What follows belongs to an exercise in optimizing a design on an open flow for small area; a production flow would make more cautious choices.
Function was checked by simulation only, so behaviour that the tests miss may differ from the original.
Power and IR drop assume default switching activity.

<file path="flow/constraint.sdc">
create_clock -name core_clock -period 10.0 [get_ports {clk}]
set_input_delay 2.0000 -clock core_clock [delete_from_list [all_inputs] [get_ports {clk}]]
set_output_delay 2.0000 -clock core_clock [all_outputs]
set_load 0.01 [all_outputs]
</file>
<file path="flow/run.sh">
#!/bin/bash
# synth_recipe.tcl (not shown) runs the flow's synth.tcl, then flattens the netlist and writes it again
# the make line also repeats each setting of config.mk as NAME=value (left out here)
make -C /OpenROAD-flow-scripts/flow DESIGN_CONFIG=/design/flow/config.mk WORK_HOME=/design/flow/orfs CLKGATE_MAP_FILE= SYNTH_SCRIPT=/design/flow/synth_recipe.tcl finish
</file>
<file path="flow/config.mk">
export PLATFORM = sky130hd
export DESIGN_NAME = cajero_atm
export DESIGN_NICKNAME = cajero_atm
export VERILOG_FILES = /design/flow/design.v
export SDC_FILE = /design/flow/constraint.sdc
export NUM_CORES = 4
export LEC_CHECK = 0
export CAP_MARGIN = 20
export CORE_MARGIN = 2
export CORE_UTILIZATION = 40
export SLEW_MARGIN = 20
</file>
<file path="flow/design.v">
`timescale 1ns/1ps
module cajero_atm #(
    parameter INTENTOS_MAX = 3
)(
    input  wire        clk,
    input  wire        reset,
    input  wire        tarjeta_recibida,
    input  wire [3:0]  digito,
    input  wire        digito_stb,
    input  wire [15:0] pin_correcto,
    input  wire        tipo_trans,         
    input  wire [31:0] monto,
    input  wire        monto_stb,
    input  wire [63:0] balance_inicial,
    output reg  [63:0] balance_actualizado,
    output reg         balance_stb,
    output reg         entregar_dinero,
    output reg         fondos_insuficientes,
    output reg         pin_incorrecto,
    output reg         advertencia,
    output reg         bloqueo,
    output wire [3:0]  estado_actual,
    output wire [15:0] pin_ingresado_out
);
    assign estado_actual     = estado;
    assign pin_ingresado_out = pin_ingresado;
    localparam ESP_TARJ  = 0,
               LEER_PIN  = 1,
               VERIF_PIN = 2,
               PIN_OK    = 3,
               LEE_MONTO = 4,
               EVAL_OP   = 5,
               FONDOS_N  = 6,
               ACT_BAL   = 7,
               BLOQ_EST  = 8;
    reg [3:0] estado, sig_estado;
    reg [15:0] pin_ingresado;
    reg [2:0]  dig_cnt;
    reg [1:0]  intentos;
    reg        digito_stb_d;
    reg [31:0] monto_reg;
    reg        monto_ready;
    reg [63:0] balance_actual;
    reg        tarjeta_r;
always @(posedge clk or posedge reset) begin
    if (reset) begin
        estado           <= ESP_TARJ;        
        dig_cnt          <= 0;               
        pin_ingresado    <= 0;               
        intentos         <= 0;               
        digito_stb_d     <= 0;               
        tarjeta_r        <= 0;               
        monto_reg        <= 0;               
        monto_ready      <= 0;               
        balance_actual   <= 0;               
    end
    else begin
        estado       <= sig_estado;         
        digito_stb_d <= digito_stb;         
        tarjeta_r    <= tarjeta_recibida;   
        if (!tarjeta_r && tarjeta_recibida) begin
            balance_actual <= balance_inicial;  
            pin_ingresado  <= 0;                
            dig_cnt        <= 0;                
        end
        if (estado == LEER_PIN && digito_stb && !digito_stb_d) begin
            case (dig_cnt)
                0: pin_ingresado[15:12] <= digito;  
                1: pin_ingresado[11:8]  <= digito;  
                2: pin_ingresado[7:4]   <= digito;  
                3: pin_ingresado[3:0]   <= digito;  
            endcase
            dig_cnt <= dig_cnt + 1;  
        end
        if (monto_stb) begin
            monto_reg   <= monto;    
            monto_ready <= 1;        
        end
        if (estado == ACT_BAL && sig_estado == ESP_TARJ)
            balance_actual <= balance_actualizado;
        if (estado == VERIF_PIN && sig_estado == LEER_PIN)
            intentos <= intentos + 1;  
        else if (estado == PIN_OK)
            intentos <= 0;  
        if (estado == ACT_BAL)
            monto_ready <= 0;
    end
end
always @(*) begin
    sig_estado            = estado;           
    balance_stb           = 0;                
    entregar_dinero       = 0;                
    fondos_insuficientes  = 0;                
    pin_incorrecto        = 0;                
    advertencia           = 0;                
    bloqueo               = 0;                
    balance_actualizado   = balance_actual;   
    case (estado)
        ESP_TARJ: begin
            if (tarjeta_recibida)
                sig_estado = LEER_PIN;  
        end
        LEER_PIN: begin
            if (dig_cnt == 4)
                sig_estado = VERIF_PIN;  
        end
        VERIF_PIN: begin
            if (pin_ingresado == pin_correcto) begin
                sig_estado = PIN_OK;  
            end else begin
                pin_incorrecto = 1;  
                if (intentos == INTENTOS_MAX-1)
                    sig_estado = BLOQ_EST;  
                else begin
                    advertencia = (intentos == INTENTOS_MAX-2);  
                    sig_estado  = LEER_PIN;  
                end
            end
        end
        PIN_OK: begin
            sig_estado = LEE_MONTO;  
        end
        LEE_MONTO: begin
            if (monto_ready)
                sig_estado = EVAL_OP;  
        end
        EVAL_OP: begin
            if (!tipo_trans)
                sig_estado = ACT_BAL;  
            else if (balance_actual >= monto_reg)
                sig_estado = ACT_BAL;  
            else
                sig_estado = FONDOS_N;  
        end
        FONDOS_N: begin
            fondos_insuficientes = 1;  
            sig_estado           = ESP_TARJ;  
        end
        ACT_BAL: begin
            if (tipo_trans) begin
                balance_actualizado = balance_actual - monto_reg;  
                entregar_dinero     = 1;  
            end else begin
                balance_actualizado = balance_actual + monto_reg;  
            end
            balance_stb = 1;  
            sig_estado  = ESP_TARJ;  
        end
        BLOQ_EST: begin
            bloqueo = 1;  
        end
    endcase
end
endmodule
</file>
==> results.py <==
metrics = {
    "routing": {
        "finalWirelength_um": 42750,
        "antenna_left": 0,
        "viasPerCell": 5.894,
        "drt-wirelength-per-cell_um": 20.33,
        "drtIter0Drc": 1141,
        "drc": 0,
        "num_vias": 12400,
        "firstDrtPassIters": 6,
    },
    "grt": {
        "antenna_found_initial": 1,
        "grt_start_max_net_pins": 75,
        "grt_overflow": 0,
        "first_global_vias": 11770,
        "grt_pass1_wl_um": 66580,
        "track_usage": 0.2777,
    },
    "timing": {
        "tightest_slew_ns": 0.9862,
        "worst_slack_ns": 2.835,
        "period_share": 0.7165,
        "maxSlewViolCount": 0,
        "rsz0062_at_grt": "false",
        "relSlewSlack": 0.3425,
        "setup_viol": 0,
        "fin_worst_skew_ns": 0.01515,
        "fmax_mhz": 139.6,
        "hold_viol_final": 0,
        "tns_ns": 0,
        "min_period_ns": 7.165,
    },
    "die": {
        "fp.dieH_um": 173.8,
        "core_area_um2": 28550,
        "die_w_um": 173.8,
        "rows": 62,
        "io_pins": 212,
        "die-area_um2": 30190,
        "initial_utilization": 0.4038,
    },
    "clock_network": {
        "worst_skew_pair.late_latency_ns": 0.44,
        "cts_hold_buf": 0,
        "cts_setup_buffers": 0,
        "clk_pin_slew_ns": 0.07,
        "clockRootBuffer": "clkbuf_16",
        "cts_sinks": 124,
        "cts_buffer_depth": 2,
        "cts_made_buffers": 17,
        "cts_tree": "done",
        "cts_resized": 0,
        "cts.htree.levels": 4,
    },
    "finish": {
        "stdcell_count": 2103,
        "finalNetCount": 1901,
        "finalInstanceArea_um2": 14400,
        "n_antenna_cell": 0,
        "drive_above_1_share": 0.04945,
        "largest_reg_flops": 64,
        "areaGrowthSynthToFinish_pct": 24.93,
    },
    "synth": {
        "synth_top_area_frac": 0.2692,
        "yosysMostFrequentCell": "nand2_1",
        "yosys.area.top_type": "dfrtp_1",
        "synth_commonest_cells": "nand2_1 (198), nor2_1 (162), o21ai_0 (139)",
        "synth_edf_count": 0,
        "syn_nets": 1765,
        "synthCells": 1570,
        "ys_dominant_reg_cell": "dfrtp_1",
        "netlist_area_um2": 11530,
        "avgSynthCellArea_um2": 7.342,
        "ys_types": 77,
        "synth_seq_area_share": 0.2692,
        "async_flop_share": 1.000,
        "netlist_top_cells_area": "dfrtp_1 (27%), ha_1 (7.7%), nand2_1 (6.4%), o21ai_0 (6.0%), a21oi_1 (5.3%)",
        "yosysWarningCount": 1,
        "ys_seq_elements": 124,
    },
    "hold_path": {
        "hold_class": "reg2reg",
    },
    "power_and_ir_drop": {
        "powerDensity_nw_per_um2": 242.9,
        "p_leak_uw": 0.005904,
        "ir_drop_mv": 0.1285,
    },
    "critical_path": {
        "cp_slowest_cell": "o41ai_1",
        "cp_cell_sequence": "nor2b_1 -> nand3_4 -> inv_2 -> nand2_1 -> inv_1 -> nand2_1 -> or3_1 -> o41ai_1 -> mux2_2 -> clkdlybuf4s50_1",
        "critPathCaptureType": "primary output",
        "critPathMaxStageDelay_ns": 0.62,
        "crit_path_start_kind": "flop",
        "crit_top_cell": "nand2_1",
        "worstPathMaxFanout": 45,
        "required_ns": 8.00,
        "critPathKind": "reg2out",
        "crit_arrival_ns": 5.17,
    },
    "placed_design": {
        "place.gp.congestion": 0.9602,
        "dp_hpwl_um": 32100,
        "placedCellCount": 2071,
        "placed_cell_area_um2": 13800,
        "portBuffers": 211,
        "dpl_worst_slack_ns": 3.008,
    },
    "status": {
        "run_status": "complete, no violations",
    },
    "flow_run": {
        "maxCapViolations": 0,
    },
}
## cells in the final DEF (no fill, tap or decap), types with 17 or more instances in the layout
cell,n
mux2i_1,17
xor2_1,36
inv_1,76
nor2_1,162
and3_1,25
a31oi_1,19
dfrtp_1,124
nor4_1,25
nor2b_1,17
o21ai_0,139
ha_1,71
clkbuf_16,17
nor3_1,41
nand3_1,66
xnor2_1,38
nand2_1,198
clkdlybuf4s50_1,209
a211oi_1,19
a21oi_1,122
## metrics by stage
step	hold slack (ns)	power, µW	utilization
after floorplan	0.4598	2080	-
after global placement	0.4910	2803	0.4835
after detailed placement	0.4979	2804	0.4835
after CTS	0.5136	3478	0.5045
after global routing	0.5274	3731	0.5045
final	0.5029	3498	0.5045
## kinds of logic after synthesis
kind of cell / Yosys count / share of synthesized area
AO/OA/AOI/OAI: 464 / 0.2554
AND/OR/NAND/NOR: 627 / 0.2547
buffers and inverters: 183 / 0.06133
adder cells (fa/ha/maj): 73 / 0.08054
multiplexers: 25 / 0.02258
flip-flops: 124 / 0.2692
XOR/XNOR: 74 / 0.05622
## where the power goes
group | switching, µW | total (µW) | internal [µW]
Combinational | 1160 | 1990 | 837
Sequential | 218 | 845 | 628
Clock | 301 | 659 | 358
Total | 1680 | 3500 | 1820
## final timing paths
kind                              from                       to  slack (ns)  cells after the start
max                          estado[1]  balance_actualizado[44]        2.83                     10
max reg2reg                  estado[1]       balance_actual[44]        5.60                     10
min reg2reg                monto_ready              monto_ready        0.50                      2
max in group asynchronous        reset            monto_reg[28]        6.53                      3
min in group asynchronous        reset        pin_ingresado[13]        2.01                      2
min                        monto_ready              monto_ready        0.50                      2
## metal layers
metal | up-vias | track usage | routed length, µm
met5 | - | 0 | 13
met4 | 2 | 0.07913 | 924
met3 | 63 | 0.04232 | 2995
met2 | 548 | 0.4368 | 19030
met1 | 5903 | 0.3950 | 19790
li1 | 5880 | - | -
## area by class of cell
| cell class | count | area, µm² |
|---|---|---|
| Timing Repair Buffer | 222 | 2185 |
| Clock buffer | 17 | 425.4 |
| Sequential cell | 124 | 3103 |
| Inverter | 78 | 295.3 |
| Fill cell | 2901 | 14150 |
| Clock inverter | 15 | 172.7 |
| Multi-Input combinational cell | 1263 | 7740 |
| Tap cell | 384 | 480.5 |
## critical path, delay by kind of cell (launching register included)
kind | cells | cell delay, ns
mux | 1 | 0.40
buf+inv | 3 | 1.43
simple gates | 5 | 1.70
compound gates | 1 | 0.62
flops | 1 | 0.54

## re-timing with driven ports
In the flow no input, the clock included, has a driving cell. The finished layout below was timed again as built, in two steps. Step 1, drivers: a clkbuf_16 drives clk and a buf_2 each remaining input, both assumed. Step 2 times the ports against the registers' clock, not the clock port: input delays grow and output delays shrink by t, the midpoint of the rising clock arrivals with the driver on. a / b / c = no drivers / after step 1 / after step 2; a / b = the first two.
t, ns: 0.485
setup slack, ns: 2.835 / 2.783 / 2.844
worst setup path after step 2: input to output
After both steps this run still meets setup and hold. For this run, drivers alone change the setup slack by -0.052 ns; drivers and shift together by +0.009 ns.
